From an optimization exercise on the open Yosys and OpenROAD flow, aimed at small area and a short achievable clock period; shortcuts taken in it are not production practice.
Function was checked by simulation only, so behaviour that the tests miss may differ from the original.
Power figures rest on the tool's default switching activity, not on a simulated workload.

==> flow/design.v (outline; a module is shown in full before it is edited, if it fits) <==
// module fpu_adder: 145 lines
// module pipelined_fpu_mul_eff: 136 lines
// module mant_mul24: 2388 lines
// module add48: 355 lines
// module complex_multiplier: 61 lines
module complex_multiplier
(
	input clk, rst,
	input in_valid,
	input [31:0] x_real, x_imag, y_real, y_imag,
	output out_valid,
	output [31:0] xy_real, xy_imag
);
  // ...
==> flow/flow/run.sh <==
#!/bin/bash
# Layout flow: the standard layout (standard.sh, unchanged synthesis and
# ORFS steps), except that the buffers ORFS puts on the input and output ports
# at global placement are sky130_fd_sc_hd__buf_4 rather than the buffer it
# picks by default (sky130_fd_sc_hd__clkdlybuf4s50_1, a slow delay cell).
# make's full output goes to standard.log here; each ORFS step keeps its own
# log under orfs/logs/.
set -euo pipefail
bash standard.sh "BUFFER_PORTS_ARGS=-buffer_cell sky130_fd_sc_hd__buf_4" finish > standard.log 2>&1
==> flow/standard.sh <==
#!/bin/bash
# synth_recipe.tcl (not shown) runs the flow's synth.tcl, then flattens the netlist and writes it again
# the make line also repeats each setting of config.mk as NAME=value (left out here)
make -C /OpenROAD-flow-scripts/flow DESIGN_CONFIG=/design/flow/config.mk WORK_HOME=/design/flow/orfs CLKGATE_MAP_FILE= SYNTH_SCRIPT=/design/flow/synth_recipe.tcl "${@:-finish}"
==> flow/config.mk <==
export PLATFORM = sky130hd
export DESIGN_NAME = complex_multiplier
export DESIGN_NICKNAME = complex_multiplier
export VERILOG_FILES = /design/flow/design.v
export SDC_FILE = /design/flow/constraint.sdc
export NUM_CORES = 8
export LEC_CHECK = 0
export ABC_AREA = 1
export CAP_MARGIN = 20
export CORE_MARGIN = 2
export CORE_UTILIZATION = 62
export SLEW_MARGIN = 20
==> flow/constraint.sdc <==
create_clock -name core_clock -period 21.0 [get_ports {clk}]
set_input_delay 4.2000 -clock core_clock [delete_from_list [all_inputs] [get_ports {clk}]]
set_output_delay 4.2000 -clock core_clock [all_outputs]
set_load 0.01 [all_outputs]
==> flow_metrics.tcl, run 1 <==
set metrics [dict create \
    pwr_density_cell_nw_per_um2 177.4 \
    worstMarginPinSlew_ps 1366 \
    vias_per_cell 6.239 \
    n_antenna_cell 48 \
    placed_area_sq_um 134600 \
    worstSetupPathDepth 1 \
    start_kind "flip-flop" \
    synth_top_family_by_area "adder cells" \
    rsz0062_at_grt "false" \
    drv_cap 0 \
    cts_hold_buf 0 \
    r2r-end "mii.lzs_q[5]" \
    worstSetupEndpointType "primary output" \
    rr_worst_depth 17 \
    dr.pass1.iters 10 \
    cts_inserted_buffers 169 \
    vias 121600 \
    rrSetupSlack_ps 15860 \
    die_y_um 464.3 \
    htreeDepth 4 \
    synth_area_leaders "dfxtp_1 23%, fa_1 16%, xor2_1 11%" \
    critPathSlowestCell "dfxtp_1" \
    synth_seq_cells 1541 \
    synth.avg_cell_area_sq_um 7.795 \
    inv_count 2265 \
    timing.fmax_ghz 0.1817 \
    io_buffer_count 195 \
    placed_cells 19130 \
    fill_cells 18180 \
    synthAdderAreaFrac_pct 23.70 \
    outcome "finished clean" \
    power_mw 24.96 \
    slew_headroom_pct 8.308 \
    post-place-ws_ps 15030 \
    drt-met1-wl_mm 180.0 \
    busiest_layer "met2" \
    hold_ws_ps 321.7 \
    cts.path.max_buffers 3 \
    layoutNonFillerInstCount 19490 \
    multi_input_area_sq_um 88250 \
    leakagePower_nw 65.50 \
    cts_resized 0 \
    highest_layer "met5" \
    muxShareOfSynthArea_pct 0.9401 \
]
==> inputs of run 2 (changes only) <==
--- a/flow/config.mk
+++ b/flow/config.mk
@@ -10,3 +10,5 @@
 export CORE_MARGIN = 2
-export CORE_UTILIZATION = 62
+export CORE_UTILIZATION = 55
+export CTS_CLUSTER_DIAMETER = 200
+export CTS_CLUSTER_SIZE = 18
 export SLEW_MARGIN = 20
==> run 2 against run 1 <==
Design area shrank 2.0%. Clock power down 41%. Synthesized cell count did not move. Still clean. Register-to-register slack got worse by 160 ps. Total power decreased by 5.2%. Sequential share of layout area up 0.45 points. Final cell count grew 0.87%. Wire length up 2.1%. Critical path depth stayed put. Clock-buffer cell count decreased by 122. First-iteration DRC count decreased by 14%. Critical endpoint is now xy_imag[3]. Sequential power down 0.7%.
==> flow_metrics.tcl, run 2 <==
set metrics [dict create \
    initial_core_util_pct 55.28 \
    cp_top_family "flip-flops" \
    start_kind "flip-flop" \
    clock_skew_ps 53.17 \
    switching_share_pct 53.40 \
    grt-ovfl-total 0 \
    r2r-start "xi[17]" \
    syn2layout_area_growth_pct 4.962 \
    fill_cells 22810 \
    power_frac_comb_pct 69.2 \
    antenna_found_initial 36 \
    holdCritPathClass "reg -> reg" \
    clock_latency_ps 810 \
    rr_worst_depth 10 \
    worstMarginPinSlew_ps 1313 \
    synthArstFlopShare_pct 0 \
    io_buffer_count 195 \
    grt_pass1_wl_mm 718.1 \
    min_period_over_period_pct 25.88 \
    synth.avg_cell_area_sq_um 7.795 \
    tns_ps 0 \
    cts-root-buf "clkbuf_16" \
    netlist_top_cells_count "2493 x nand2_1, 2172 x inv_1, 1575 x xor2_1" \
    regArea_sq_um 30880 \
    multi_input_area_sq_um 88300 \
    dr.pass1.iters 9 \
    worstSetupEndpointType "primary output" \
    cts.sinks 1541 \
    grt_max_degree 116 \
    outcome "finished clean" \
    fin_nets 18440 \
    wirelength_mm 486.5 \
    clockPowerShare_pct 7.9 \
    yosysSeqAreaShare_pct 23.49 \
    syn_area_sq_um 131400 \
    hold_viol 0 \
    setup_viol 0 \
    wl_per_cell_um 24.75 \
    vias 118400 \
    synth_top_area_share_pct 23.49 \
    gp_congestion 1.034 \
    critPathRequiredTime_ps 16800 \
    min_to "mri.nan_q2" \
    crit_fanout 1 \
    hold_depth 0 \
    ios 196 \
    drv_cap 0 \
    irDropWorstVdd_v 0.0001875 \
    ant_nets 0 \
    worst-path-buf-inv 1 \
    synth_seq_cells 1541 \
    core_sq_um 237600 \
    period_needed_ps 5434 \
    htreeDepth 3 \
    critPathSlowestCell "dfxtp_1" \
    synth_area_leaders "dfxtp_1 23%, fa_1 16%, xor2_1 11%" \
    arrival_ps 1230 \
    r2r-end "mii.rb_q[19]" \
    grt_pass1_vias 111200 \
    worstSetupPathType "reg -> out" \
    pwr_density_cell_nw_per_um2 171.6 \
    final_common_cell "nand2_1" \
    vias_per_cell 6.021 \
    rsz0062_at_grt "false" \
    die_w_um 492.7 \
    cts.repair_timing.setup_buffer_count 0 \
    rows 179 \
    switchingPower_mw 12.64 \
    drive_gt1_share_pct 5.191 \
    leakagePower_nw 63.92 \
    cts_resized 0 \
    slew_headroom_pct 12.18 \
    yosysMostFrequentCell "nand2_1" \
    yosysUniqueCellTypes 80 \
    final_util_pct 58.02 \
    crit_chain "buf_4" \
    cts.path.max_buffers 3 \
    hp-start "mri.nan_q" \
    rrSetupSlack_ps 15700 \
    slowest_delay_ps 300 \
    drc 0 \
    synth_top_flop_cell "dfxtp_1" \
    die_y_um 492.7 \
    cts_hold_buf 0 \
    place_hpwl_mm 355.0 \
    drtIter0Drc 14130 \
    grt_usage_pct 39.12 \
    dieArea_sq_um 242800 \
    cts_inserted_buffers 95 \
    synthCells 16850 \
    seq_power_share_pct 22.8 \
    synth_enable_flop_cells 0 \
    p_int_mw 11.03 \
    timing.fmax_ghz 0.1840 \
    path_clk_slew_ps 90 \
    maxSlewViolCount 0 \
    syn_nets 18850 \
    cts_tree "done" \
    mostFrequentLayoutCells "2487 x nand2_1, 2125 x inv_1, 1572 x xor2_1" \
    yosys_warnings 3 \
    synth_top_cell_by_area "dfxtp_1" \
]
-- run 2: cell counts after synthesis --
No cell type changed its count.
-- run 2: final cells by class --
class / count / share of cell area, %
diodes: 39 / 0.07078
clock buffers: 99 / 1.751
clock inverters: 7 / 0.1025
inverters: 2265 / 6.175
multi-input cells: 12060 / 64.04
flip-flops and latches: 1541 / 22.39
well taps: 3167 / 2.874
repair buffers: 476 / 2.592
-- run 2: power by group through the flow --
stage,clock network (mW),logic (mW),registers [mW]
floorplan,0,11.5,4.91
global placement,0,16.0,5.41
detailed placement,0,16.0,5.42
CTS,1.92,16.1,5.35
global route,2.02,18.4,5.48
finish,1.88,16.4,5.40
-- run 2: worst max-delay path by stage --
stage	from	end	slack (ps)	depth (start not counted)
2_1_floorplan	y_imag[24]	yi_two[11]	16190	3
3_3_place_gp	y_imag[24]	yi_two[11]	15010	5
3_5_place_dp	y_imag[24]	yi_two[11]	15050	4
4_1_cts	realpart.res[2]	xy_real[2]	15490	1
5_1_grt	realpart.sh5[1]	realpart.cal_q[24]	15480	22
6_report	imagpart.res[3]	xy_imag[3]	15570	1
-- run 2: worst reg2reg max path, stage by stage (launching register included) --
cell	delay [ps]
dfxtp_1	880
clkinv_2	760
buf_4	560
o22ai_1	220
xor2_1	200
fa_1	470
fa_1	520
fa_1	460
fa_1	510
fa_1	540
nor2_1	40
-- run 2: cell families after synthesis --
logic type	count (synthesis)	share of synthesized area, %
buffers and inverters	3247	9.363
muxes	121	0.9401
adders and majority gates	1868	23.70
and+or+nand+nor	4602	14.56
xor gates and xnor gates	1691	11.27
AOI/OAI and AO/OA	3782	16.68
DFF	1541	23.49
-- run 2: through the flow --
stage               instance area [sq um]  hold slack (ps)  setup WS (ps)  power (mW)  std cells
finish                             137900            314.2          15570       23.67      19660
detailed placement                 135200            312.1          15050       21.43      19510
CTS                                137800            298.7          15490       23.38      19620
floorplan                          131400            309.6          16190       16.43      16850
global placement                   135200            309.6          15010       21.38      19510
global route                       137800            318.8          15480       25.93      19630
-- run 2: metal layers --
metal,up-vias,global-route usage [%],routed length [um]
li1,54480,-,-
met1,55660,52.30,194900
met2,6724,56.50,200500
met3,1477,10.33,56940
met4,16,23.51,34030
met5,-,0,122
==> module pipelined_fpu_mul_eff, before the edit <==
module pipelined_fpu_mul_eff
(
	input clk,
	input [31:0] a, b,
	input a_h, b_h,			 
	input [12:0] b_one, b_two,
	output [31:0] s
);
	wire [7:0] ea = a[30:23];
	wire [7:0] eb = b[30:23];
	wire a_expo_is_00 = ~a_h;
	wire b_expo_is_00 = ~b_h;
	wire a_expo_is_ff = &ea;
	wire b_expo_is_ff = &eb;
	wire a_frac_is_00 = ~|a[22:0];
	wire b_frac_is_00 = ~|b[22:0];
	wire a_is_inf = a_expo_is_ff & a_frac_is_00;
	wire a_is_nan = a_expo_is_ff & ~a_frac_is_00;
	wire a_is_0 = a_expo_is_00 & a_frac_is_00;
	wire b_is_inf = b_expo_is_ff & b_frac_is_00;
	wire b_is_nan = b_expo_is_ff & ~b_frac_is_00;
	wire b_is_0 = b_expo_is_00 & b_frac_is_00;
	wire is_nan = a_is_nan | b_is_nan | (a_is_inf & b_is_0) | (b_is_inf & a_is_0);
	wire is_inf = a_is_inf | b_is_inf;
	wire [21:0] nan_frac = (a[21:0] > b[21:0]) ? a[21:0] : b[21:0];
	wire [23:0] a_frac24 = {~a_expo_is_00, a[22:0]};
	wire [23:0] b_frac24 = {~b_expo_is_00, b[22:0]};
	wire [12:0] b_neg = {1'b0, b_frac24[23], b_frac24[21], b_frac24[19], b_frac24[17], b_frac24[15],
		b_frac24[13], b_frac24[11], b_frac24[9], b_frac24[7], b_frac24[5], b_frac24[3], b_frac24[1]};
	wire [47:0] ra, rb;
	mant_mul24 mm(.x(a_frac24), .one(b_one), .two(b_two), .neg(b_neg), .ra(ra), .rb(rb));
	wire [8:0] S = {1'b0, ea[7:1], ea[0] | a_expo_is_00} + {1'b0, eb[7:1], eb[0] | b_expo_is_00};
	wire [5:0] lzs = lzc24(a_frac24) + lzc24(b_frac24);
	reg [47:0] ra_q, rb_q;
	reg [8:0] S_q;
	reg [5:0] lzs_q;
	reg sign_q, nan_q, inf_q;
	always @(posedge clk) begin
		ra_q <= {ra[47:22], is_nan ? nan_frac : ra[21:0]};
		rb_q <= {rb[47:22], is_nan ? 22'h0 : rb[21:0]};
		S_q <= S;
		lzs_q <= lzs;
		sign_q <= a[31] ^ b[31];
		nan_q <= is_nan;
		inf_q <= is_inf;
	end
	wire [47:0] z;
	add48 cpa(.a(ra_q), .b(rb_q), .s(z));
	wire [9:0] rA = 10'd535 - lzs_q;
	wire [9:0] rB = 10'd663 - S_q;
	wire [9:0] rM = (rA > rB) ? rA : rB;
	wire [6:0] r = ~rM[9] ? 7'd0 : (rM[8:7] != 2'b00) ? 7'd127 : rM[6:0];
	wire [9:0] EmL = {1'b0, S_q} + 10'd385 - lzs_q;
	wire [8:0] Eb = (EmL < 10'd513) ? 9'd1 : EmL[8:0];
	wire L0 = (lzs_q == 6'd0);
	wire fA1 = L0 & (S_q == 9'd126);
	wire fA2 = L0 & (S_q < 9'd126);
	reg [47:0] z_q;
	reg [6:0] r_q;
	reg [8:0] Eb_q;
	reg fA1_q, fA2_q, sign_q2, nan_q2, inf_q2;
	always @(posedge clk) begin
		z_q <= z;
		r_q <= r;
		Eb_q <= Eb;
		fA1_q <= fA1;
		fA2_q <= fA2;
		sign_q2 <= sign_q;
		nan_q2 <= nan_q;
		inf_q2 <= inf_q;
	end
	wire [70:0] zz = {z_q, 23'h0} >> r_q;
	wire [47:0] y = zz[47:0];
	wire zA = fA1_q & z_q[47];
	wire [46:0] frac0 = zA ? z_q[47:1] : y[47] ? y[47:1] : y[46:0];
	wire frac_plus_1 = frac0[2] & (frac0[1] | frac0[0] | frac0[3]);
	wire [8:0] exp0 = zA ? 9'h0 : (y[47] | y[46]) ? Eb_q + y[47] : 9'h0;
	reg [23:0] fh_q;
	reg [8:0] e0_q;
	reg p1_q, sign_q3, nan_q3, inf_q3, ovfA_q3;
	always @(posedge clk) begin
		fh_q <= nan_q2 ? {2'b00, z_q[21:0]} : frac0[46:23];
		p1_q <= frac_plus_1 & ~nan_q2;
		e0_q <= exp0;
		sign_q3 <= sign_q2;
		nan_q3 <= nan_q2;
		inf_q3 <= inf_q2;
		ovfA_q3 <= fA2_q & z_q[47];
	end
	wire [24:0] frac_round = {1'b0, fh_q} + p1_q;
	wire [8:0] exp1 = frac_round[24] ? e0_q + 9'h1 : e0_q;
	wire overflow = (e0_q >= 9'h0ff) | (exp1 >= 9'h0ff) | ovfA_q3;
	reg [31:0] prod;
	always @(posedge clk) begin
		if (nan_q3)
			prod <= {1'b1, 8'hff, 1'b1, frac_round[21:0]};
		else if (overflow | inf_q3)
			prod <= {sign_q3, 8'hff, 23'h0};
		else
			prod <= {sign_q3, exp1[7:0], frac_round[22:0]};
	end
	assign s = prod;
	function [4:0] lzc24;
		input [23:0] v;
		reg [31:0] w;
		reg [15:0] z1;
		reg [15:0] c1;
		reg [7:0] z2;
		reg [15:0] c2;
		reg [3:0] z3;
		reg [11:0] c3;
		reg [1:0] z4;
		reg [7:0] c4;
		integer g;
		begin
			w = {v, 8'hff};
			for (g = 0; g < 16; g = g + 1) begin
				z1[g] = ~(w[2*g+1] | w[2*g]);
				c1[g] = ~w[2*g+1];
			end
			for (g = 0; g < 8; g = g + 1) begin
				z2[g] = z1[2*g+1] & z1[2*g];
				c2[2*g +: 2] = z1[2*g+1] ? {1'b1, c1[2*g]} : {1'b0, c1[2*g+1]};
			end
			for (g = 0; g < 4; g = g + 1) begin
				z3[g] = z2[2*g+1] & z2[2*g];
				c3[3*g +: 3] = z2[2*g+1] ? {1'b1, c2[2*(2*g) +: 2]} : {1'b0, c2[2*(2*g+1) +: 2]};
			end
			for (g = 0; g < 2; g = g + 1) begin
				z4[g] = z3[2*g+1] & z3[2*g];
				c4[4*g +: 4] = z3[2*g+1] ? {1'b1, c3[3*(2*g) +: 3]} : {1'b0, c3[3*(2*g+1) +: 3]};
			end
			lzc24 = z4[1] ? {1'b1, c4[3:0]} : {1'b0, c4[7:4]};
		end
	endfunction
endmodule
==> module add48, before the edit <==
module add48(input [47:0] a, input [47:0] b, output [47:0] s);
wire ag0 = a[0] & b[0];
wire ap0 = a[0] ^ b[0];
wire ag1 = a[1] & b[1];
wire ap1 = a[1] ^ b[1];
wire ag2 = a[2] & b[2];
wire ap2 = a[2] ^ b[2];
wire ag3 = a[3] & b[3];
wire ap3 = a[3] ^ b[3];
wire ag4 = a[4] & b[4];
wire ap4 = a[4] ^ b[4];
wire ag5 = a[5] & b[5];
wire ap5 = a[5] ^ b[5];
wire ag6 = a[6] & b[6];
wire ap6 = a[6] ^ b[6];
wire ag7 = a[7] & b[7];
wire ap7 = a[7] ^ b[7];
wire ag8 = a[8] & b[8];
wire ap8 = a[8] ^ b[8];
wire ag9 = a[9] & b[9];
wire ap9 = a[9] ^ b[9];
wire ag10 = a[10] & b[10];
wire ap10 = a[10] ^ b[10];
wire ag11 = a[11] & b[11];
wire ap11 = a[11] ^ b[11];
wire ag12 = a[12] & b[12];
wire ap12 = a[12] ^ b[12];
wire ag13 = a[13] & b[13];
wire ap13 = a[13] ^ b[13];
wire ag14 = a[14] & b[14];
wire ap14 = a[14] ^ b[14];
wire ag15 = a[15] & b[15];
wire ap15 = a[15] ^ b[15];
wire ag16 = a[16] & b[16];
wire ap16 = a[16] ^ b[16];
wire ag17 = a[17] & b[17];
wire ap17 = a[17] ^ b[17];
wire ag18 = a[18] & b[18];
wire ap18 = a[18] ^ b[18];
wire ag19 = a[19] & b[19];
wire ap19 = a[19] ^ b[19];
wire ag20 = a[20] & b[20];
wire ap20 = a[20] ^ b[20];
wire ag21 = a[21] & b[21];
wire ap21 = a[21] ^ b[21];
wire ag22 = a[22] & b[22];
wire ap22 = a[22] ^ b[22];
wire ag23 = a[23] & b[23];
wire ap23 = a[23] ^ b[23];
wire ag24 = a[24] & b[24];
wire ap24 = a[24] ^ b[24];
wire ag25 = a[25] & b[25];
wire ap25 = a[25] ^ b[25];
wire ag26 = a[26] & b[26];
wire ap26 = a[26] ^ b[26];
wire ag27 = a[27] & b[27];
wire ap27 = a[27] ^ b[27];
wire ag28 = a[28] & b[28];
wire ap28 = a[28] ^ b[28];
wire ag29 = a[29] & b[29];
wire ap29 = a[29] ^ b[29];
wire ag30 = a[30] & b[30];
wire ap30 = a[30] ^ b[30];
wire ag31 = a[31] & b[31];
wire ap31 = a[31] ^ b[31];
wire ag32 = a[32] & b[32];
wire ap32 = a[32] ^ b[32];
wire ag33 = a[33] & b[33];
wire ap33 = a[33] ^ b[33];
wire ag34 = a[34] & b[34];
wire ap34 = a[34] ^ b[34];
wire ag35 = a[35] & b[35];
wire ap35 = a[35] ^ b[35];
wire ag36 = a[36] & b[36];
wire ap36 = a[36] ^ b[36];
wire ag37 = a[37] & b[37];
wire ap37 = a[37] ^ b[37];
wire ag38 = a[38] & b[38];
wire ap38 = a[38] ^ b[38];
wire ag39 = a[39] & b[39];
wire ap39 = a[39] ^ b[39];
wire ag40 = a[40] & b[40];
wire ap40 = a[40] ^ b[40];
wire ag41 = a[41] & b[41];
wire ap41 = a[41] ^ b[41];
wire ag42 = a[42] & b[42];
wire ap42 = a[42] ^ b[42];
wire ag43 = a[43] & b[43];
wire ap43 = a[43] ^ b[43];
wire ag44 = a[44] & b[44];
wire ap44 = a[44] ^ b[44];
wire ag45 = a[45] & b[45];
wire ap45 = a[45] ^ b[45];
wire ag46 = a[46] & b[46];
wire ap46 = a[46] ^ b[46];
wire ag47 = a[47] & b[47];
wire ap47 = a[47] ^ b[47];
wire aG1 = ag1 | (ap1 & ag0);
wire aP1 = ap1 & ap0;
wire aG2 = ag3 | (ap3 & ag2);
wire aP2 = ap3 & ap2;
wire aG3 = ag5 | (ap5 & ag4);
wire aP3 = ap5 & ap4;
wire aG4 = ag7 | (ap7 & ag6);
wire aP4 = ap7 & ap6;
wire aG5 = ag9 | (ap9 & ag8);
wire aP5 = ap9 & ap8;
wire aG6 = ag11 | (ap11 & ag10);
wire aP6 = ap11 & ap10;
wire aG7 = ag13 | (ap13 & ag12);
wire aP7 = ap13 & ap12;
wire aG8 = ag15 | (ap15 & ag14);
wire aP8 = ap15 & ap14;
wire aG9 = ag17 | (ap17 & ag16);
wire aP9 = ap17 & ap16;
wire aG10 = ag19 | (ap19 & ag18);
wire aP10 = ap19 & ap18;
wire aG11 = ag21 | (ap21 & ag20);
wire aP11 = ap21 & ap20;
wire aG12 = ag23 | (ap23 & ag22);
wire aP12 = ap23 & ap22;
wire aG13 = ag25 | (ap25 & ag24);
wire aP13 = ap25 & ap24;
wire aG14 = ag27 | (ap27 & ag26);
wire aP14 = ap27 & ap26;
wire aG15 = ag29 | (ap29 & ag28);
wire aP15 = ap29 & ap28;
wire aG16 = ag31 | (ap31 & ag30);
wire aP16 = ap31 & ap30;
wire aG17 = ag33 | (ap33 & ag32);
wire aP17 = ap33 & ap32;
wire aG18 = ag35 | (ap35 & ag34);
wire aP18 = ap35 & ap34;
wire aG19 = ag37 | (ap37 & ag36);
wire aP19 = ap37 & ap36;
wire aG20 = ag39 | (ap39 & ag38);
wire aP20 = ap39 & ap38;
wire aG21 = ag41 | (ap41 & ag40);
wire aP21 = ap41 & ap40;
wire aG22 = ag43 | (ap43 & ag42);
wire aP22 = ap43 & ap42;
wire aG23 = ag45 | (ap45 & ag44);
wire aP23 = ap45 & ap44;
wire aG24 = ag47 | (ap47 & ag46);
wire aP24 = ap47 & ap46;
wire aG25 = ag2 | (ap2 & aG1);
wire aP25 = ap2 & aP1;
wire aG26 = aG2 | (aP2 & aG1);
wire aP26 = aP2 & aP1;
wire aG27 = ag6 | (ap6 & aG3);
wire aP27 = ap6 & aP3;
wire aG28 = aG4 | (aP4 & aG3);
wire aP28 = aP4 & aP3;
wire aG29 = ag10 | (ap10 & aG5);
wire aP29 = ap10 & aP5;
wire aG30 = aG6 | (aP6 & aG5);
wire aP30 = aP6 & aP5;
wire aG31 = ag14 | (ap14 & aG7);
wire aP31 = ap14 & aP7;
wire aG32 = aG8 | (aP8 & aG7);
wire aP32 = aP8 & aP7;
wire aG33 = ag18 | (ap18 & aG9);
wire aP33 = ap18 & aP9;
wire aG34 = aG10 | (aP10 & aG9);
wire aP34 = aP10 & aP9;
wire aG35 = ag22 | (ap22 & aG11);
wire aP35 = ap22 & aP11;
wire aG36 = aG12 | (aP12 & aG11);
wire aP36 = aP12 & aP11;
wire aG37 = ag26 | (ap26 & aG13);
wire aP37 = ap26 & aP13;
wire aG38 = aG14 | (aP14 & aG13);
wire aP38 = aP14 & aP13;
wire aG39 = ag30 | (ap30 & aG15);
wire aP39 = ap30 & aP15;
wire aG40 = aG16 | (aP16 & aG15);
wire aP40 = aP16 & aP15;
wire aG41 = ag34 | (ap34 & aG17);
wire aP41 = ap34 & aP17;
wire aG42 = aG18 | (aP18 & aG17);
wire aP42 = aP18 & aP17;
wire aG43 = ag38 | (ap38 & aG19);
wire aP43 = ap38 & aP19;
wire aG44 = aG20 | (aP20 & aG19);
wire aP44 = aP20 & aP19;
wire aG45 = ag42 | (ap42 & aG21);
wire aP45 = ap42 & aP21;
wire aG46 = aG22 | (aP22 & aG21);
wire aP46 = aP22 & aP21;
wire aG47 = ag46 | (ap46 & aG23);
wire aP47 = ap46 & aP23;
wire aG48 = aG24 | (aP24 & aG23);
wire aP48 = aP24 & aP23;
wire aG49 = ag4 | (ap4 & aG26);
wire aP49 = ap4 & aP26;
wire aG50 = aG3 | (aP3 & aG26);
wire aP50 = aP3 & aP26;
wire aG51 = aG27 | (aP27 & aG26);
wire aP51 = aP27 & aP26;
wire aG52 = aG28 | (aP28 & aG26);
wire aP52 = aP28 & aP26;
wire aG53 = ag12 | (ap12 & aG30);
wire aP53 = ap12 & aP30;
wire aG54 = aG7 | (aP7 & aG30);
wire aP54 = aP7 & aP30;
wire aG55 = aG31 | (aP31 & aG30);
wire aP55 = aP31 & aP30;
wire aG56 = aG32 | (aP32 & aG30);
wire aP56 = aP32 & aP30;
wire aG57 = ag20 | (ap20 & aG34);
wire aP57 = ap20 & aP34;
wire aG58 = aG11 | (aP11 & aG34);
wire aP58 = aP11 & aP34;
wire aG59 = aG35 | (aP35 & aG34);
wire aP59 = aP35 & aP34;
wire aG60 = aG36 | (aP36 & aG34);
wire aP60 = aP36 & aP34;
wire aG61 = ag28 | (ap28 & aG38);
wire aP61 = ap28 & aP38;
wire aG62 = aG15 | (aP15 & aG38);
wire aP62 = aP15 & aP38;
wire aG63 = aG39 | (aP39 & aG38);
wire aP63 = aP39 & aP38;
wire aG64 = aG40 | (aP40 & aG38);
wire aP64 = aP40 & aP38;
wire aG65 = ag36 | (ap36 & aG42);
wire aP65 = ap36 & aP42;
wire aG66 = aG19 | (aP19 & aG42);
wire aP66 = aP19 & aP42;
wire aG67 = aG43 | (aP43 & aG42);
wire aP67 = aP43 & aP42;
wire aG68 = aG44 | (aP44 & aG42);
wire aP68 = aP44 & aP42;
wire aG69 = ag44 | (ap44 & aG46);
wire aP69 = ap44 & aP46;
wire aG70 = aG23 | (aP23 & aG46);
wire aP70 = aP23 & aP46;
wire aG71 = aG47 | (aP47 & aG46);
wire aP71 = aP47 & aP46;
wire aG72 = aG48 | (aP48 & aG46);
wire aP72 = aP48 & aP46;
wire aG73 = ag8 | (ap8 & aG52);
wire aP73 = ap8 & aP52;
wire aG74 = aG5 | (aP5 & aG52);
wire aP74 = aP5 & aP52;
wire aG75 = aG29 | (aP29 & aG52);
wire aP75 = aP29 & aP52;
wire aG76 = aG30 | (aP30 & aG52);
wire aP76 = aP30 & aP52;
wire aG77 = aG53 | (aP53 & aG52);
wire aP77 = aP53 & aP52;
wire aG78 = aG54 | (aP54 & aG52);
wire aP78 = aP54 & aP52;
wire aG79 = aG55 | (aP55 & aG52);
wire aP79 = aP55 & aP52;
wire aG80 = aG56 | (aP56 & aG52);
wire aP80 = aP56 & aP52;
wire aG81 = ag24 | (ap24 & aG60);
wire aP81 = ap24 & aP60;
wire aG82 = aG13 | (aP13 & aG60);
wire aP82 = aP13 & aP60;
wire aG83 = aG37 | (aP37 & aG60);
wire aP83 = aP37 & aP60;
wire aG84 = aG38 | (aP38 & aG60);
wire aP84 = aP38 & aP60;
wire aG85 = aG61 | (aP61 & aG60);
wire aP85 = aP61 & aP60;
wire aG86 = aG62 | (aP62 & aG60);
wire aP86 = aP62 & aP60;
wire aG87 = aG63 | (aP63 & aG60);
wire aP87 = aP63 & aP60;
wire aG88 = aG64 | (aP64 & aG60);
wire aP88 = aP64 & aP60;
wire aG89 = ag40 | (ap40 & aG68);
wire aP89 = ap40 & aP68;
wire aG90 = aG21 | (aP21 & aG68);
wire aP90 = aP21 & aP68;
wire aG91 = aG45 | (aP45 & aG68);
wire aP91 = aP45 & aP68;
wire aG92 = aG46 | (aP46 & aG68);
wire aP92 = aP46 & aP68;
wire aG93 = aG69 | (aP69 & aG68);
wire aP93 = aP69 & aP68;
wire aG94 = aG70 | (aP70 & aG68);
wire aP94 = aP70 & aP68;
wire aG95 = aG71 | (aP71 & aG68);
wire aP95 = aP71 & aP68;
wire aG96 = aG72 | (aP72 & aG68);
wire aP96 = aP72 & aP68;
wire aG97 = ag16 | (ap16 & aG80);
wire aP97 = ap16 & aP80;
wire aG98 = aG9 | (aP9 & aG80);
wire aP98 = aP9 & aP80;
wire aG99 = aG33 | (aP33 & aG80);
wire aP99 = aP33 & aP80;
wire aG100 = aG34 | (aP34 & aG80);
wire aP100 = aP34 & aP80;
wire aG101 = aG57 | (aP57 & aG80);
wire aP101 = aP57 & aP80;
wire aG102 = aG58 | (aP58 & aG80);
wire aP102 = aP58 & aP80;
wire aG103 = aG59 | (aP59 & aG80);
wire aP103 = aP59 & aP80;
wire aG104 = aG60 | (aP60 & aG80);
wire aP104 = aP60 & aP80;
wire aG105 = aG81 | (aP81 & aG80);
wire aP105 = aP81 & aP80;
wire aG106 = aG82 | (aP82 & aG80);
wire aP106 = aP82 & aP80;
wire aG107 = aG83 | (aP83 & aG80);
wire aP107 = aP83 & aP80;
wire aG108 = aG84 | (aP84 & aG80);
wire aP108 = aP84 & aP80;
wire aG109 = aG85 | (aP85 & aG80);
wire aP109 = aP85 & aP80;
wire aG110 = aG86 | (aP86 & aG80);
wire aP110 = aP86 & aP80;
wire aG111 = aG87 | (aP87 & aG80);
wire aP111 = aP87 & aP80;
wire aG112 = aG88 | (aP88 & aG80);
wire aP112 = aP88 & aP80;
wire aG113 = ag32 | (ap32 & aG112);
wire aP113 = ap32 & aP112;
wire aG114 = aG17 | (aP17 & aG112);
wire aP114 = aP17 & aP112;
wire aG115 = aG41 | (aP41 & aG112);
wire aP115 = aP41 & aP112;
wire aG116 = aG42 | (aP42 & aG112);
wire aP116 = aP42 & aP112;
wire aG117 = aG65 | (aP65 & aG112);
wire aP117 = aP65 & aP112;
wire aG118 = aG66 | (aP66 & aG112);
wire aP118 = aP66 & aP112;
wire aG119 = aG67 | (aP67 & aG112);
wire aP119 = aP67 & aP112;
wire aG120 = aG68 | (aP68 & aG112);
wire aP120 = aP68 & aP112;
wire aG121 = aG89 | (aP89 & aG112);
wire aP121 = aP89 & aP112;
wire aG122 = aG90 | (aP90 & aG112);
wire aP122 = aP90 & aP112;
wire aG123 = aG91 | (aP91 & aG112);
wire aP123 = aP91 & aP112;
wire aG124 = aG92 | (aP92 & aG112);
wire aP124 = aP92 & aP112;
wire aG125 = aG93 | (aP93 & aG112);
wire aP125 = aP93 & aP112;
wire aG126 = aG94 | (aP94 & aG112);
wire aP126 = aP94 & aP112;
wire aG127 = aG95 | (aP95 & aG112);
wire aP127 = aP95 & aP112;
wire aG128 = aG96 | (aP96 & aG112);
wire aP128 = aP96 & aP112;
assign s = {(ap47 ^ aG127), (ap46 ^ aG126), (ap45 ^ aG125), (ap44 ^ aG124), (ap43 ^ aG123), (ap42 ^ aG122), (ap41 ^ aG121), (ap40 ^ aG120), (ap39 ^ aG119), (ap38 ^ aG118), (ap37 ^ aG117), (ap36 ^ aG116), (ap35 ^ aG115), (ap34 ^ aG114), (ap33 ^ aG113), (ap32 ^ aG112), (ap31 ^ aG111), (ap30 ^ aG110), (ap29 ^ aG109), (ap28 ^ aG108), (ap27 ^ aG107), (ap26 ^ aG106), (ap25 ^ aG105), (ap24 ^ aG104), (ap23 ^ aG103), (ap22 ^ aG102), (ap21 ^ aG101), (ap20 ^ aG100), (ap19 ^ aG99), (ap18 ^ aG98), (ap17 ^ aG97), (ap16 ^ aG80), (ap15 ^ aG79), (ap14 ^ aG78), (ap13 ^ aG77), (ap12 ^ aG76), (ap11 ^ aG75), (ap10 ^ aG74), (ap9 ^ aG73), (ap8 ^ aG52), (ap7 ^ aG51), (ap6 ^ aG50), (ap5 ^ aG49), (ap4 ^ aG26), (ap3 ^ aG25), (ap2 ^ aG1), (ap1 ^ ag0), ap0};
endmodule
==> inputs of run 3 (changes only) <==
--- a/flow/design.v
+++ b/flow/design.v
@@ -183,4 +183,4 @@
 	always @(posedge clk) begin
-		ra_q <= {ra[47:22], is_nan ? nan_frac : ra[21:0]};
-		rb_q <= {rb[47:22], is_nan ? 22'h0 : rb[21:0]};
+		ra_q <= ~{ra[47:22], is_nan ? nan_frac : ra[21:0]};
+		rb_q <= ~{rb[47:22], is_nan ? 22'h0 : rb[21:0]};
 		S_q <= S;
@@ -191,4 +191,5 @@
 	end
-	wire [47:0] z;
-	add48 cpa(.a(ra_q), .b(rb_q), .s(z));
+	wire [47:0] nz;
+	add48 cpa(.a(ra_q), .b(rb_q), .s(nz));
+	wire [47:0] z = ~nz;
 	wire [9:0] rA = 10'd535 - lzs_q;
@@ -2669,3 +2670,3 @@
 endmodule
-module add48(input [47:0] a, input [47:0] b, output [47:0] s);
+module add48(input [47:0] a, input [47:0] b, output [47:0] s);   
 wire ag0 = a[0] & b[0];
@@ -3022,3 +3023,3 @@
 wire aP128 = aP96 & aP112;
-assign s = {(ap47 ^ aG127), (ap46 ^ aG126), (ap45 ^ aG125), (ap44 ^ aG124), (ap43 ^ aG123), (ap42 ^ aG122), (ap41 ^ aG121), (ap40 ^ aG120), (ap39 ^ aG119), (ap38 ^ aG118), (ap37 ^ aG117), (ap36 ^ aG116), (ap35 ^ aG115), (ap34 ^ aG114), (ap33 ^ aG113), (ap32 ^ aG112), (ap31 ^ aG111), (ap30 ^ aG110), (ap29 ^ aG109), (ap28 ^ aG108), (ap27 ^ aG107), (ap26 ^ aG106), (ap25 ^ aG105), (ap24 ^ aG104), (ap23 ^ aG103), (ap22 ^ aG102), (ap21 ^ aG101), (ap20 ^ aG100), (ap19 ^ aG99), (ap18 ^ aG98), (ap17 ^ aG97), (ap16 ^ aG80), (ap15 ^ aG79), (ap14 ^ aG78), (ap13 ^ aG77), (ap12 ^ aG76), (ap11 ^ aG75), (ap10 ^ aG74), (ap9 ^ aG73), (ap8 ^ aG52), (ap7 ^ aG51), (ap6 ^ aG50), (ap5 ^ aG49), (ap4 ^ aG26), (ap3 ^ aG25), (ap2 ^ aG1), (ap1 ^ ag0), ap0};
+assign s = {(ap47 ^ (aG127 | aP127)), (ap46 ^ (aG126 | aP126)), (ap45 ^ (aG125 | aP125)), (ap44 ^ (aG124 | aP124)), (ap43 ^ (aG123 | aP123)), (ap42 ^ (aG122 | aP122)), (ap41 ^ (aG121 | aP121)), (ap40 ^ (aG120 | aP120)), (ap39 ^ (aG119 | aP119)), (ap38 ^ (aG118 | aP118)), (ap37 ^ (aG117 | aP117)), (ap36 ^ (aG116 | aP116)), (ap35 ^ (aG115 | aP115)), (ap34 ^ (aG114 | aP114)), (ap33 ^ (aG113 | aP113)), (ap32 ^ (aG112 | aP112)), (ap31 ^ (aG111 | aP111)), (ap30 ^ (aG110 | aP110)), (ap29 ^ (aG109 | aP109)), (ap28 ^ (aG108 | aP108)), (ap27 ^ (aG107 | aP107)), (ap26 ^ (aG106 | aP106)), (ap25 ^ (aG105 | aP105)), (ap24 ^ (aG104 | aP104)), (ap23 ^ (aG103 | aP103)), (ap22 ^ (aG102 | aP102)), (ap21 ^ (aG101 | aP101)), (ap20 ^ (aG100 | aP100)), (ap19 ^ (aG99 | aP99)), (ap18 ^ (aG98 | aP98)), (ap17 ^ (aG97 | aP97)), (ap16 ^ (aG80 | aP80)), (ap15 ^ (aG79 | aP79)), (ap14 ^ (aG78 | aP78)), (ap13 ^ (aG77 | aP77)), (ap12 ^ (aG76 | aP76)), (ap11 ^ (aG75 | aP75)), (ap10 ^ (aG74 | aP74)), (ap9 ^ (aG73 | aP73)), (ap8 ^ (aG52 | aP52)), (ap7 ^ (aG51 | aP51)), (ap6 ^ (aG50 | aP50)), (ap5 ^ (aG49 | aP49)), (ap4 ^ (aG26 | aP26)), (ap3 ^ (aG25 | aP25)), (ap2 ^ (aG1 | aP1)), (ap1 ^ (ag0 | ap0)), ~ap0};
 endmodule
==> run 3 against run 2 <==
Total power grew 3.1%. Fmax decreased by 2.6%. Largest power group unchanged. Flip-flop and latch count unchanged. Critical path type is now reg -> reg. Utilization fell by 0.26 points. Highest routed layer unchanged.
==> flow_metrics.tcl, run 3 <==
set metrics [dict create \
    synthSimpleGateAreaFrac_pct 15.39 \
    synth_area_leaders "dfxtp_1 24%, fa_1 15%, xor2_1 10%" \
    layoutNonFillerInstCount 19490 \
    holdCritPathClass "reg -> reg" \
    cp_top_family "compound AO/OA/AOI/OAI gates" \
    synth.avg_cell_area_sq_um 7.829 \
    synthCells 16750 \
    yosys_warnings 3 \
    use_met1_pct 52.07 \
    busiest_layer "met2" \
    drive_gt1_share_pct 5.217 \
    io_buffer_count 195 \
    crit_chain "buf_4 > inv_2 > buf_4 > ha_1 > a21oi_1 > nor2_1 > a211oi_1 > a211oi_1 > a2111oi_0 > o21ai_0 > a21oi_1 > o221ai_1 > nand2_1 > inv_1 > o21ai_0 > a21oi_1 > a21oi_1" \
    synth_top_family_by_area "adder cells" \
    muxShareOfSynthArea_pct 0.8894 \
    cts.repair_timing.setup_buffer_count 0 \
    die_y_um 492.3 \
    grt-ovfl-total 0 \
    synth_seq_cells 1541 \
    cts_resized 0 \
    setup_viol 0 \
    synth_top_flop_cell "dfxtp_1" \
    pwr_density_cell_nw_per_um2 177.9 \
    mostFrequentLayoutCells "2574 x nand2_1, 1832 x inv_1, 1564 x xor2_1" \
    cts.path.max_buffers 3 \
    switchingPower_mw 13.21 \
    synthAdderAreaFrac_pct 23.44 \
    clock_latency_ps 870 \
    grt_usage_pct 41.25 \
    synth_top_cell_by_area "dfxtp_1" \
    drtIter0Drc 15930 \
    rows 179 \
    p_int_mw 11.18 \
    grt_max_degree 114 \
    power_frac_comb_pct 70.0 \
    fill_cells 21810 \
    cts_tree "done" \
    dr.pass1.iters 9 \
    ant_nets 0 \
    wirelength_mm 516.2 \
    initial_core_util_pct 55.23 \
    synth_top_area_share_pct 23.53 \
    dieArea_sq_um 242300 \
    yosysMostFrequentCell "nand2_1" \
    cp_common_cell "a21oi_1" \
    slew_headroom_pct 18.57 \
    worstSetupEndpointType "flip-flop" \
    leakagePower_nw 62.63 \
    grt_pass1_vias 121800 \
    drv_cap 0 \
    grt_pass1_wl_mm 760.4 \
    cts-root-buf "clkbuf_16" \
    critPathSlowestCell "inv_1" \
    wl_per_cell_um 26.49 \
    crit_fanout 31 \
    clockPowerShare_pct 7.8 \
    arrival_ps 6310 \
    gp_congestion 1.008 \
    clock_skew_ps 97.03 \
    fin_nets 18270 \
    critPathRequiredTime_ps 21730 \
    drc 0 \
    worst-path-buf-inv 4 \
    yosysSeqAreaShare_pct 23.53 \
    synth_xor_area_share_pct 11.34 \
    synth_enable_flop_cells 0 \
    final_common_cell "nand2_1" \
    place_hpwl_mm 375.6 \
    maxSlewViolCount 0 \
    vias 124100 \
    irDropWorstVdd_v 0.0001634 \
    worstMarginPinSlew_ps 1220 \
    multi_input_area_sq_um 88990 \
    netlist_top_cells_count "2579 x nand2_1, 1837 x inv_1, 1564 x xor2_1" \
    outcome "finished clean" \
    slowest_delay_ps 620 \
    rsz0062_at_grt "false" \
    switching_share_pct 54.17 \
    regArea_sq_um 30870 \
    path_clk_slew_ps 90 \
    cts.sinks 1541 \
    placed_cells 19350 \
    synthArstFlopShare_pct 0 \
    cts_inserted_buffers 95 \
    vias_per_cell 6.367 \
    min_period_over_period_pct 26.56 \
    syn_nets 18730 \
    tns_ps 0 \
    period_needed_ps 5578 \
    syn2layout_area_growth_pct 4.594 \
    yosysUniqueCellTypes 85 \
    synth-compound-area-share_pct 16.79 \
    start_kind "flip-flop" \
    timing.fmax_ghz 0.1793 \
    syn_area_sq_um 131100 \
    die_w_um 492.3 \
    cts_hold_buf 0 \
    hold_viol 0 \
    seq_power_share_pct 22.3 \
    worstSetupPathType "reg -> reg" \
    antenna_found_initial 47 \
    core_sq_um 237400 \
    use_met2_pct 59.50 \
    htreeDepth 3 \
    met3_usage_pct 15.60 \
    ios 196 \
]
-- run 3: cell types whose count changed in the layout (fill, tap and decap cells not counted), sizes merged, moves of 34 or more --
cell	delta
buf	-46
nor2	-98
or2	+57
nand2	+92
nand3	+94
o21ai	+34
inv	-295
-- run 3: path summary, 6_finish.rpt --
kind | startpoint | end | slack, ps | cells after the start
max | yi[7] | mri.ra_q[10] | 15420 | 17
max reg2reg | yi[7] | mri.ra_q[10] | 15420 | 17
min reg2reg | mii.inf_q | mii.inf_q2 | 330 | 0
min | mii.inf_q | mii.inf_q2 | 330 | 0
-- run 3: routing by layer --
metal | vias up | routed length (um)
li1 | 54460 | -
met1 | 58420 | 195500
met2 | 8646 | 209700
met3 | 2523 | 71490
met4 | 34 | 39080
met5 | - | 453
-- run 3: power by group through the flow --
| stage | Sequential (mW) | Combinational [mW] | Clock, mW |
|---|---|---|---|
| 3_5_place_dp | 5.45 | 16.5 | 0 |
| 6_report | 5.44 | 17.1 | 1.89 |
| 3_3_place_gp | 5.43 | 16.2 | 0 |
| 4_1_cts | 5.39 | 16.6 | 1.92 |
| 2_1_floorplan | 4.91 | 11.4 | 0 |
| 5_1_grt | 5.52 | 18.8 | 2.02 |
-- run 3: cell families (layout without fill, tap and decap cells) --
logic type | after synthesis | after routing
fa+ha+maj | 1848 | 1848
flops | 1541 | 1541
xor+xnor | 1697 | 1697
buf+inv | 2967 | 2513
mux | 114 | 114
compound gates | 3798 | 3798
simple gates | 4782 | 4782
other cells | 0 | 29
-- run 3: layout make-up --
| cell class | count | area share [%] |
|---|---|---|
| Sequential cell | 1541 | 22.51 |
| Clock buffer | 99 | 1.775 |
| Clock inverter | 5 | 0.07390 |
| Inverter | 1979 | 5.422 |
| Tap cell | 3167 | 2.889 |
| Antenna cell | 29 | 0.05292 |
| Multi-Input combinational cell | 12240 | 64.89 |
| Timing Repair Buffer | 430 | 2.383 |
-- run 3: metrics by stage --
| step | hold WS [ps] | total power [mW] | setup slack (ps) | utilization, % | area, sq um |
|---|---|---|---|---|---|
| 2_1_floorplan | 309.6 | 16.36 | 16190 | - | 131100 |
| 3_3_place_gp | 314.2 | 21.60 | 15330 | 56.63 | 134400 |
| 3_5_place_dp | 312.1 | 21.98 | 15420 | 56.65 | 134500 |
| 4_1_cts | 311.8 | 23.93 | 15480 | 57.72 | 137000 |
| 5_1_grt | 328.0 | 26.37 | 15380 | 57.74 | 137100 |
| 6_report | 327.2 | 24.40 | 15420 | 57.77 | 137100 |
-- run 3: worst register-to-register path, delay by kind of cell, from the launching register on --
| kind | cells | cell delay [ps] |
|---|---|---|
| AO/OA/AOI/OAI | 10 | 2170 |
| adder cells (fa/ha/maj) | 1 | 370 |
| buffers and inverters | 4 | 2070 |
| flip-flops | 1 | 310 |
| AND/OR/NAND/NOR | 2 | 580 |
==> inputs of run 4 (changes only) <==
--- a/flow/design.v
+++ b/flow/design.v
@@ -169,3 +169,3 @@
 	wire is_inf = a_is_inf | b_is_inf;
-	wire [21:0] nan_frac = (a[21:0] > b[21:0]) ? a[21:0] : b[21:0];
+	wire nan_a = (a[21:0] > b[21:0]);
 	wire [23:0] a_frac24 = {~a_expo_is_00, a[22:0]};
@@ -181,6 +181,7 @@
 	reg [5:0] lzs_q;
-	reg sign_q, nan_q, inf_q;
+	reg sign_q, nan_q, inf_q, nan_a_q;
 	always @(posedge clk) begin
-		ra_q <= ~{ra[47:22], is_nan ? nan_frac : ra[21:0]};
-		rb_q <= ~{rb[47:22], is_nan ? 22'h0 : rb[21:0]};
+		ra_q <= ~{is_nan ? a[21:0] : ra[47:26], ra[25:0]};
+		rb_q <= ~{is_nan ? b[21:0] : rb[47:26], rb[25:0]};
+		nan_a_q <= nan_a;
 		S_q <= S;
@@ -208,3 +209,3 @@
 	always @(posedge clk) begin
-		z_q <= z;
+		z_q <= {z[47:22], ~(nan_q ? (nan_a_q ? ra_q[47:26] : rb_q[47:26]) : nz[21:0])};
 		r_q <= r;
==> run 4 against run 3 <==
Still clean on timing, DRC and antenna. Area after synthesis is 1.1% higher. Hold slack worse by 21 ps. Clock-buffer cell count is 2 lower. Register-to-register slack better by 130 ps. Sequential share of layout area is 0.22 points lower. Synthesized cell count is 2.1% higher. Total power is 0.68% higher. Critical path depth is 16 lower. Largest power group unchanged. Highest routed layer unchanged.
==> flow_metrics.tcl, run 4 <==
set metrics [dict create \
    cts_hold_buf 0 \
    rrSetupSlack_ps 15550 \
    r2r-start "xi[8]" \
    worstMarginPinSlew_ps 1246 \
    yosysSeqAreaShare_pct 23.28 \
    cts_tree "done" \
    min_period_over_period_pct 25.99 \
    maxSlewViolCount 0 \
    outcome "finished clean" \
    hp-start "imagpart.temp_exp[0]" \
    leakagePower_nw 63.40 \
    dieArea_sq_um 244900 \
    cts-root-buf "clkbuf_16" \
    critPathSlowestCell "dfxtp_1" \
    cts.repair_timing.setup_buffer_count 0 \
    vias_per_cell 6.121 \
    grt_usage_pct 40.17 \
    critPathRequiredTime_ps 16800 \
    cts_inserted_buffers 95 \
    arrival_ps 1260 \
    fin_nets 18600 \
    setup_viol 0 \
    die_w_um 494.9 \
    pwr_density_cell_nw_per_um2 177.3 \
    syn_area_sq_um 132500 \
    htreeDepth 3 \
    synth_top_area_share_pct 23.28 \
    gp_congestion 1.015 \
    crit_fanout 1 \
    layoutNonFillerInstCount 19830 \
    rr_worst_depth 11 \
    rows 180 \
    syn2layout_area_growth_pct 4.530 \
    holdCritPathClass "reg -> reg" \
    synth_top_flop_cell "dfxtp_1" \
    grt_pass1_vias 114800 \
    seq_power_share_pct 22.7 \
    synth_enable_flop_cells 0 \
    hold_depth 0 \
    synthArstFlopShare_pct 0 \
    antenna_found_initial 16 \
    switching_share_pct 53.50 \
    core_sq_um 240100 \
    grt-ovfl-total 0 \
    netlist_top_cells_count "2703 x nand2_1, 1946 x inv_1, 1541 x dfxtp_1, 1541 x xor2_1, 1402 x o21ai_0" \
    slowest_delay_ps 340 \
    timing.fmax_ghz 0.1832 \
    irDropWorstVdd_v 0.0001257 \
    grt_max_degree 115 \
    p_int_mw 11.42 \
    wl_per_cell_um 25.50 \
    ios 196 \
    initial_core_util_pct 55.20 \
    tns_ps 0 \
    cts.path.max_buffers 3 \
    yosysMostFrequentCell "nand2_1" \
    worstSetupEndpointType "primary output" \
    drv_cap 0 \
    yosysUniqueCellTypes 81 \
    ant_nets 0 \
    io_buffer_count 195 \
    final_common_cell "nand2_1" \
    slew_headroom_pct 16.84 \
    drive_gt1_share_pct 5.436 \
    synth_area_leaders "dfxtp_1 23%, fa_1 15%, xor2_1 10%" \
    synth.avg_cell_area_sq_um 7.751 \
    start_kind "flip-flop" \
    rsz0062_at_grt "false" \
    power_frac_comb_pct 69.6 \
    switchingPower_mw 13.14 \
    placed_area_sq_um 135900 \
    wirelength_mm 505.6 \
    hold_viol 0 \
    final_cell_area_sq_um 138500 \
    power_mw 24.56 \
    placed_cells 19710 \
    r2r-end "mir.rb_q[29]" \
    syn_nets 19080 \
    drc 0 \
    grt_pass1_wl_mm 742.0 \
    cp_top_family "flip-flops" \
    cts.sinks 1541 \
    clock_skew_ps 69.85 \
    crit_chain "buf_4" \
    drtIter0Drc 13870 \
    period_needed_ps 5458 \
    yosys_warnings 3 \
    path_clk_slew_ps 80 \
    synthCells 17100 \
    clockPowerShare_pct 7.7 \
    worst-path-buf-inv 1 \
    worstSetupPathType "reg -> out" \
    mostFrequentLayoutCells "2701 x nand2_1, 1901 x inv_1, 1541 x xor2_1" \
    synth_seq_cells 1541 \
    synth_top_cell_by_area "dfxtp_1" \
    place_hpwl_mm 372.4 \
    dr.pass1.iters 6 \
    cts_resized 0 \
    crit_start "realpart.res[5]" \
    die_y_um 494.9 \
    min_to "imagpart.te_q[0]" \
    clock_latency_ps 820 \
    vias 121300 \
]
run 4: metal layers:
| metal | share of wire [%] | global-route usage (%) | up-vias |
|---|---|---|---|
| li1 | - | - | 55570 |
| met1 | 40 | 52.70 | 56690 |
| met2 | 41 | 58.33 | 7330 |
| met3 | 13 | 13.04 | 1735 |
| met4 | 6.6 | 22.01 | 14 |
| met5 | 0.019 | 0 | - |
run 4: how the worst max path moves through the flow:
| stage | to | slack (ps) | cells past startpoint |
|---|---|---|---|
| final | xy_real[5] | 15540 | 1 |
| after global routing | realpart.e0_q[6] | 15250 | 26 |
| after CTS | xy_imag[16] | 15480 | 1 |
| after detailed placement | yr_two[11] | 15410 | 5 |
| after global placement | yi_two[11] | 15370 | 5 |
| after floorplan | yi_two[11] | 16190 | 3 |
run 4: power by group through the flow:
stage          Clock [mW]  Sequential (mW)  Combinational [mW]
6_report             1.90             5.56                17.1
5_1_grt              2.03             5.63                19.1
4_1_cts              1.93             5.50                16.7
3_5_place_dp            0             5.56                16.6
3_3_place_gp            0             5.56                16.5
2_1_floorplan           0             4.94                11.9
run 4: cell families (layout without fill, tap and decap cells):
| logic type | after synthesis | in the layout | share of synthesized area [%] |
|---|---|---|---|
| flip-flops | 1541 | 1541 | 23.28 |
| AND/OR/NAND/NOR | 4933 | 4933 | 15.50 |
| multiplexers | 157 | 157 | 1.244 |
| buffers and inverters | 3060 | 2595 | 8.776 |
| XOR/XNOR | 1647 | 1647 | 10.89 |
| adder cells (fa/ha/maj) | 1848 | 1848 | 23.19 |
| other | 0 | 9 | 0 |
| AO/OA/AOI/OAI | 3910 | 3910 | 17.13 |
run 4: through the flow:
step           setup slack (ps)  utilization, %  hold WS (ps)
6_report                  15540           57.70         306.6
5_1_grt                   15250           57.69         309.5
4_1_cts                   15480           57.68         296.5
3_5_place_dp              15410           56.62         312.1
3_3_place_gp              15370           56.62         311.3
2_1_floorplan             16190               -         309.6
run 4: worst register-to-register path, delay by kind of cell, from the launching register on:
| family | cells | cell delay (ps) |
|---|---|---|
| AOI/OAI and AO/OA | 2 | 330 |
| xor gates and xnor gates | 1 | 210 |
| adders and majority gates | 5 | 2360 |
| and+or+nand+nor | 1 | 120 |
| buffers and inverters | 2 | 1500 |
| DFF | 1 | 810 |
run 4: final cells by class:
type | instances | area, sq um
flip-flops and latches | 1541 | 30880
fillers | 22920 | 101600
diodes | 9 | 22.52
well taps | 3185 | 3985
inverters | 2045 | 7676
clock buffers | 97 | 2385
multi-input cells | 12500 | 90060
repair buffers | 446 | 3361
clock inverters | 7 | 153.9
==> inputs of run 5 (changes only) <==
--- a/flow/design.v
+++ b/flow/design.v
@@ -183,4 +183,4 @@
 	always @(posedge clk) begin
-		ra_q <= ~{is_nan ? a[21:0] : ra[47:26], ra[25:0]};
-		rb_q <= ~{is_nan ? b[21:0] : rb[47:26], rb[25:0]};
+		ra_q <= ~{ra[47:22], is_nan ? a[21:0] : ra[21:0]};
+		rb_q <= ~{rb[47:22], is_nan ? b[21:0] : rb[21:0]};
 		nan_a_q <= nan_a;
@@ -209,3 +209,3 @@
 	always @(posedge clk) begin
-		z_q <= {z[47:22], ~(nan_q ? (nan_a_q ? ra_q[47:26] : rb_q[47:26]) : nz[21:0])};
+		z_q <= {z[47:22], ~(nan_q ? (nan_a_q ? ra_q[21:0] : rb_q[21:0]) : nz[21:0])};
 		r_q <= r;
==> flow/flow/run.sh (replaced) <==
#!/bin/bash
# Layout flow: the standard layout (standard.sh: unchanged synthesis and
# ORFS steps, the design's SDC and clock period) with two ORFS settings given
# to make on its command line:
#  - BUFFER_PORTS_ARGS: the buffers ORFS puts on the input and output ports at
#    global placement are sky130_fd_sc_hd__buf_4 rather than the buffer it
#    picks by default (sky130_fd_sc_hd__clkdlybuf4s50_1, a slow delay cell);
#  - SETUP_SLACK_MARGIN: ORFS's repair_timing steps (after CTS and after global
#    routing) aim for 15.65 ns of setup slack instead of 0, so they also size
#    and buffer the slowest register-to-register paths (the clock period and
#    constraints are unchanged).
# make's full output goes to standard.log here; each ORFS step keeps its own
# log under orfs/logs/.
set -euo pipefail
bash standard.sh \
  "BUFFER_PORTS_ARGS=-buffer_cell sky130_fd_sc_hd__buf_4" \
  "SETUP_SLACK_MARGIN=15.65" \
  finish > standard.log 2>&1
--- a/flow/config.mk
+++ b/flow/config.mk
@@ -10,3 +10,3 @@
 export CORE_MARGIN = 2
-export CORE_UTILIZATION = 55
+export CORE_UTILIZATION = 62
 export CTS_CLUSTER_DIAMETER = 200
==> run 5 against run 4 <==
Still clean. Clock-buffer cell count grew 4. Fmax rose by 0.40%. Total power decreased by 3.6%. Utilization up 7.5 points. Critical path depth stayed put. Non-clock buffer count is 4 lower. Final cell count shrank 1.7%. Combinational power fell by 5%. Die area fell by 11%. Synthesized cell count hardly changed. Flip-flop and latch count grew 8. Global-route usage up 3.8 points. Critical path type unchanged. Critical endpoint is now out_valid. Largest power group unchanged. Highest routed layer unchanged.
==> flow_metrics.tcl, run 5 <==
set metrics [dict create \
    cts.repair_timing.setup_buffer_count 0 \
    synth_top_cell_by_area "dfxtp_1" \
    timing.fmax_ghz 0.1839 \
    rows 169 \
    highest_layer "met5" \
    antenna_found_initial 36 \
    mostFrequentLayoutCells "2801 x nand2_1, 1870 x inv_1, 1535 x xor2_1" \
    period_needed_ps 5437 \
    seq_power_share_pct 23.4 \
    synth_top_area_share_pct 23.43 \
    grt_pass1_wl_mm 727.3 \
    worstSetupPathType "reg -> out" \
    worstMarginPinSlew_ps 1317 \
    cts.path.max_buffers 3 \
    initial_core_util_pct 62.41 \
    clockPowerShare_pct 8.1 \
    drc 0 \
    place_hpwl_mm 355.0 \
    switchingPower_mw 12.62 \
    arrival_ps 1240 \
    p_int_mw 11.06 \
    met3_wirelength_mm 70.24 \
    syn_nets 19090 \
    synth_seq_cells 1549 \
    dieArea_sq_um 217200 \
    yosysUniqueCellTypes 78 \
    tns_ps 0 \
    wl_met2_mm 195.2 \
    final_common_cell "nand2_1" \
    wl_per_cell_um 25.19 \
    pwr_density_cell_nw_per_um2 171.1 \
    cts_tree "done" \
    outcome "finished clean" \
    placed_cells 19360 \
    yosys_warnings 3 \
    io_buffer_count 195 \
    setup_viol 0 \
    drtIter0Drc 16250 \
    cts.sinks 1549 \
    hold_viol 0 \
    cts_inserted_buffers 96 \
    synth.avg_cell_area_sq_um 7.737 \
    ant_nets 0 \
    core_sq_um 212100 \
    fin_ws_ps 15560 \
    clock_skew_ps 58.07 \
    htreeDepth 3 \
    syn2layout_area_growth_pct 4.511 \
    grt_usage_pct 44.01 \
    critPathSlowestCell "dfxtp_2" \
    die_w_um 466.0 \
    layoutNonFillerInstCount 19490 \
    path_clk_slew_ps 90 \
    yosysMostFrequentCell "nand2_1" \
    synthArstFlopShare_pct 0 \
    grt-ovfl-total 0 \
    power_mw 23.67 \
    worstSetupEndpointType "primary output" \
    slew_headroom_pct 12.05 \
    cp_top_family "flip-flops" \
    netlist_top_cells_count "2806 x nand2_1, 1907 x inv_1, 1549 x dfxtp_1" \
    drt-met1-wl_mm 187.5 \
    synth_area_leaders "dfxtp_1 23%, fa_1 15%, xor2_1 10%" \
    rsz0062_at_grt "true" \
    worst-path-buf-inv 1 \
    vias 124000 \
    fin_nets 18620 \
    leakagePower_nw 63.64 \
    gp_congestion 1.068 \
    post-place-ws_ps 15450 \
    start_kind "flip-flop" \
    min_period_over_period_pct 25.89 \
    power_frac_comb_pct 68.5 \
    vias_per_cell 6.365 \
    crit_chain "buf_6" \
    hold_ws_ps 329.1 \
    synthCells 17110 \
    slowest_delay_ps 330 \
    drive_gt1_share_pct 5.215 \
    switching_share_pct 53.30 \
    die_y_um 466.0 \
    drv_cap 0 \
    holdCritPathClass "reg -> reg" \
    maxSlewViolCount 0 \
    synth_top_flop_cell "dfxtp_1" \
    cts-root-buf "clkbuf_16" \
    synth_enable_flop_cells 0 \
    grt_pass1_vias 116600 \
    dr.pass1.iters 10 \
    crit_fanout 1 \
    yosysSeqAreaShare_pct 23.43 \
    critPathRequiredTime_ps 16800 \
    irDropWorstVdd_v 0.0001706 \
    ios 196 \
    fill_cells 18890 \
    grt_max_degree 94 \
    wirelength_mm 490.9 \
    clock_latency_ps 830 \
    syn_area_sq_um 132400 \
]
[run 5: cells by family after synthesis]
kind of cell | count (synthesis) | share of synthesized area, %
compound gates | 3953 | 17.23
xor+xnor | 1660 | 10.98
fa+ha+maj | 1852 | 23.26
buf+inv | 3026 | 8.725
flops | 1549 | 23.43
mux | 116 | 0.8962
simple gates | 4951 | 15.48
[run 5: timing repair]
item,in CTS,in global routing
setup endpoints to repair,71,114
resized for setup,108,32
gates cloned,0,3
hold endpoints to repair,0,0
hold buffers,0,0
[run 5: per-layer routing]
metal	global-route usage (%)	up-vias
li1	-	55620
met1	56.84	57520
met2	62.21	8597
met3	16.72	2285
met4	26.22	25
met5	0.2635	-
[run 5: final timing paths]
| path | start | endpoint | slack, ps | cells after the start |
|---|---|---|---|---|
| worst min-delay path | realpart.inf_q0 | realpart.inf_q | 330 | 0 |
| worst max register to register | xi[12] | mii.ra_q[19] | 15610 | 13 |
| worst min register to register | realpart.inf_q0 | realpart.inf_q | 330 | 0 |
| worst max-delay path | valid_pipe[8] | out_valid | 15560 | 1 |
[run 5: stage by stage]
step,instance area (sq um),utilization [%]
after floorplan,132400,-
final,138300,65.22
after detailed placement,135300,63.78
after global placement,135200,63.76
after global routing,138300,65.20
after CTS,138200,65.15
[run 5: power groups by stage]
stage          sequential, mW  clock [mW]  combinational [mW]
2_1_floorplan            4.93           0                11.4
3_3_place_gp             5.50           0                15.4
3_5_place_dp             5.50           0                15.6
4_1_cts                  5.46        1.95                15.8
5_1_grt                  5.60        2.04                18.1
6_report                 5.53        1.93                16.2
[run 5: final cells by class]
cell class / instances / area [sq um] / area share (%)
tap: 2821 / 3530 / 2.552
antenna: 21 / 52.55 / 0.03799
timing repair inverter: 3 / 20.02 / 0.01447
multi-input combinational: 12530 / 89820 / 64.94
timing repair buffer: 442 / 3602 / 2.604
clock inverter: 6 / 135.1 / 0.09769
sequential: 1549 / 31110 / 22.49
inverter: 2012 / 7579 / 5.479
clock buffer: 101 / 2474 / 1.788

## port drivers added, routing unchanged
No port has a modelled driver above. Below, the same layouts with a new extraction and two added sets of constraints. Step 1 sets driving cells, clkbuf_16 on the clock port and buf_2 on the other inputs (assumed; they add their load-dependent delay and slew). Step 2, shift: input delay + t, output delay - t, t = (earliest + latest rising clock arrival at the registers) / 2. This alone moves slack from input paths to output paths. a / b / c = ideal / step 1 / step 2; a / b = the first two.
| run | t (ns) | slack for setup (ns) | worst setup path at the end | worst register clock-pin slew, ns | worst slew at a driven data input, ns |
|---|---|---|---|---|---|
| run 1 | 0.931 | 15.497 / 15.394 / 15.021 | input to register | 0.07 / 0.07 | 0.12 |
| run 2 | 0.892 | 15.566 / 15.461 / 14.998 | input to register | 0.11 / 0.11 | 0.17 |
| run 3 | 0.928 | 15.422 / 15.422 / 15.422 | register to register | 0.12 / 0.12 | 0.18 |
| run 4 | 0.900 | 15.542 / 15.428 / 15.325 | input to register | 0.11 / 0.11 | 0.10 |
| run 5 | 0.905 | 15.563 / 15.459 / 15.501 | input to register | 0.11 / 0.11 | 0.15 |
After both steps setup and hold are still met in every run listed. The setup slack of run 2, which loses most, moves by -0.105 ns with the drivers and by -0.568 ns with both steps.
